This design comes from an exercise in tuning for small area and a short achievable clock period on the open sky130 flow, not from production work. The RTL was checked by simulation tests, not by an equivalence proof against the original design. Power and IR drop assume default switching activity.

Setup of pepper:
## FIR_Top
module FIR_Top(input clk, input [7:0] Xin, H0, H1, H2, output reg [15:0] Yout);
Settings: LEC_CHECK=0, CAP_MARGIN=20, CORE_MARGIN=2, CORE_UTILIZATION=60, SETUP_SLACK_MARGIN=4.0, SLEW_MARGIN=20, SYNTH_HIERARCHICAL=1, SYNTH_MINIMUM_KEEP_SIZE=0, TNS_END_PERCENT=0; clock period 9.5 ns.
standard.sh (not shown) runs the stock make flow with config.mk's settings and CLKGATE_MAP_FILE= SYNTH_SCRIPT=/design/flow/synth_recipe.tcl, a recipe that flattens the netlist after the stock synthesis.
==> flow/flow/run.sh <==
#!/bin/bash
# Own flow: the standard layout (standard.sh, unchanged synthesis and steps),
# with the port buffers that global placement inserts made as the smallest
# plain buffer instead of the default; repair then upsizes them where timing needs it.
set -euo pipefail
export BUFFER_PORTS_ARGS="-buffer_cell sky130_fd_sc_hd__buf_1"
bash standard.sh > standard_make.log 2>&1
pepper | status: complete | timing, DRC, antenna: pass
diff inputs: pepper => sierra
Settings: SETUP_SLACK_MARGIN changed from 4.0 to 5.
==> flow/run.sh (new file) <==
#!/bin/bash
# synth_recipe.tcl (not shown) runs the flow's synth.tcl, then flattens the netlist and writes it again
# the make line also repeats each setting of config.mk as NAME=value (left out here)
make -C /OpenROAD-flow-scripts/flow DESIGN_CONFIG=/design/flow/config.mk WORK_HOME=/design/flow/orfs CLKGATE_MAP_FILE= SYNTH_SCRIPT=/design/flow/synth_recipe.tcl finish
removed: flow/flow/run.sh
removed: flow/standard.sh
Going from pepper to sierra, synthesized instance count neither gained nor lost much; sequential share of layout area lost 2.0 points.
Between pepper and sierra, internal reg-to-reg setup slack increased.
Vias: sierra more than pepper
Clock latency of the later-clocked register in the worst-skew pair: pepper vs sierra — no meaningful difference
Diff pepper and sierra: peak supply drop higher in sierra
sierra ended up with a higher utilization after layout than pepper did.
sierra against pepper: cell-internal power went up 27%; post-layout worst setup margin up 0.40 ns; post-route standard cell area excluding fillers now sits higher.
On worst hold slack, pepper and sierra are basically level.
[inputs] indigo vs sierra
Settings: ABC_CLOCK_PERIOD_IN_PS newly set to 3000; SETUP_SLACK_MARGIN changed from 5 to 4.2.
==> flow/flow/run.sh (new file) <==
#!/bin/bash
# Own flow: the standard layout (standard.sh, unchanged synthesis and steps),
# with the port buffers that global placement inserts made as the smallest
# plain buffer instead of the default; repair then upsizes them where timing needs it.
set -euo pipefail
export BUFFER_PORTS_ARGS="-buffer_cell sky130_fd_sc_hd__buf_1"
bash standard.sh > standard_make.log 2>&1
==> flow/standard.sh (new file) <==
#!/bin/bash
# synth_recipe.tcl (not shown) runs the flow's synth.tcl, then flattens the netlist and writes it again
# the make line also repeats each setting of config.mk as NAME=value (left out here)
make -C /OpenROAD-flow-scripts/flow DESIGN_CONFIG=/design/flow/config.mk WORK_HOME=/design/flow/orfs CLKGATE_MAP_FILE= SYNTH_SCRIPT=/design/flow/synth_recipe.tcl "${@:-finish}"
removed: flow/run.sh
Findings:
- Between indigo and sierra, the vias per cell is higher for sierra.
- Going from sierra to indigo, placement-stage worst setup slack went up 0.091 ns, worst hold slack held, length in cells of the worst reg-to-reg path went down 1, total stage count of the critical path went down 1.
> inputs changed (indigo -> maple)
Settings: SETUP_SLACK_MARGIN: 4.2 -> 4.8; ABC_CLOCK_PERIOD_IN_PS: 3000 -> unset.
[summary]
maple went all the way through synthesis, placement and routing and the layout is clean on timing, DRC and antenna.
Between indigo and maple, global-route usage is lower for indigo, maple comes in above that.
Comparing switching share of power for indigo and maple, the smaller number came from maple.
Of indigo and maple, the run reporting the lower final area was indigo.
Any difference in average vias per placed instance between maple and indigo is small enough to ignore.
Part of the power in combinational logic (higher): maple
Taking indigo as the reference, in maple quantity of I/O buffers inserted on ports was more or less identical, power saw an increase, number of fillers in the final layout fell about 22%, number of DRC markers after the initial detailed-route iteration went up 128, setup slack shows an increase of 0.12 ns.
| wire length of the first global-routing pass | maple vs indigo | worse |


FIR_Top again, from the RTL that the note above started with.
Settings: LEC_CHECK=0, CAP_MARGIN=20, CORE_MARGIN=2, CORE_UTILIZATION=40, SETUP_SLACK_MARGIN=5, SLEW_MARGIN=20, SYNTH_HIERARCHICAL=1, SYNTH_MINIMUM_KEEP_SIZE=0, TNS_END_PERCENT=0; clock period 9.5 ns.
run.sh (not shown) runs the stock make flow with config.mk's settings and CLKGATE_MAP_FILE= SYNTH_SCRIPT=/design/flow/synth_recipe.tcl, a recipe that flattens the netlist after the stock synthesis.
Stock flow here: none of the scripts above is used.
Edit:
SETUP_SLACK_MARGIN = 3.5   (was 5)
TNS_END_PERCENT = unset   (was 0)
Outcome:
- The new run passed the timing, design-rule and antenna checks
- core utilization goes down by 5.4 points
- wire length went down by 12%
- hold slack is worse by 5.3 ps
- setup slack got worse by 740 ps
- global-route usage falls by 2.0 points
- synthesized area is unchanged
- fmax drops by 13%
- sequential power is about the same
- design area decreases by 11%
- sequential share of layout area is higher by 1.4 points
Edit:
==> flow/flow/run.sh (new file) <==
#!/bin/bash
# Own flow: the standard layout (standard.sh, unchanged synthesis and steps),
# with the port buffers that global placement inserts made as the smallest
# plain buffer instead of the default; repair then upsizes them where timing needs it.
set -euo pipefail
export BUFFER_PORTS_ARGS="-buffer_cell sky130_fd_sc_hd__buf_1"
bash standard.sh > standard_make.log 2>&1
==> flow/standard.sh (new file) <==
#!/bin/bash
# synth_recipe.tcl (not shown) runs the flow's synth.tcl, then flattens the netlist and writes it again
# the make line also repeats each setting of config.mk as NAME=value (left out here)
make -C /OpenROAD-flow-scripts/flow DESIGN_CONFIG=/design/flow/config.mk WORK_HOME=/design/flow/orfs CLKGATE_MAP_FILE= SYNTH_SCRIPT=/design/flow/synth_recipe.tcl "${@:-finish}"
CORE_UTILIZATION = 60   (was 40)
SETUP_SLACK_MARGIN = 4.2   (was 3.5)
TNS_END_PERCENT = 0   (was unset)
removed: flow/run.sh
What happened:
- The new run went through all stages and came out clean
- via count goes up by 1.6%
- critical path depth stays the same
- total power barely changes
- setup slack gains 560 ps
Edit:
CORE_UTILIZATION = 75   (was 60)
Final area is about the same; clock power rises by about 9%; non-clock buffer count does not change; register-to-register slack degrades by 90 ps; global-route usage is higher by 5.4 points; worst hold slack gets better by 11 ps; via count went up by 2.6%; setup slack got worse by 51 ps; routed wire length climbs by 3.7%; total power went up by 4.6%.

[what the ideal ports hide]
The flow's constraints put no driver on any port. The routed layouts listed below were extracted and timed again, unchanged, in two steps. Step 1 sets driving cells, clkbuf_16 on the clock port and buf_2 on the other inputs (assumed; they add their load-dependent delay and slew). Step 2 adds t to the input delays and takes it off the output delays; t is the mean of the earliest and latest rising clock arrival at the registers after step 1. Input paths then give back, and output paths get back, about the clock's delay inside the block. Slacks: no drivers / after step 1 / after step 2; pairs: no drivers / after step 1.
| run | shift t [ns] | setup WS [ns] | worst setup path after step 2 | latest minus earliest clock arrival (ns) | worst slew at a driven data input, ns |
|---|---|---|---|---|---|
| pepper | 0.349 | 4.192 / 4.201 / 3.852 | input to register | 0.009 / 0.010 | 0.03 |
| sierra | 0.345 | 4.590 / 4.469 / 4.124 | input to register | 0.015 / 0.015 | 0.16 |
| indigo | 0.346 | 4.351 / 4.363 / 4.017 | input to register | 0.007 / 0.008 | 0.04 |
| maple | 0.353 | 4.471 / 4.458 / 4.105 | input to register | 0.015 / 0.014 | 0.09 |
| the first run of note 2 | 0.330 | 4.530 / 4.465 / 4.135 | input to register | 0.006 / 0.006 | 0.18 |
| the second run of note 2 | 0.326 | 3.795 / 3.810 / 3.484 | input to register | 0.006 / 0.006 | 0.04 |
| the third run of note 2 | 0.346 | 4.351 / 4.363 / 4.017 | input to register | 0.007 / 0.008 | 0.04 |
| the fourth run of note 2 | 0.340 | 4.300 / 4.307 / 3.967 | input to register | 0.010 / 0.011 | 0.05 |
After both steps setup and hold are still met in every run listed. The setup slack of sierra, which loses most, moves by -0.121 ns with the drivers and by -0.466 ns with both steps.
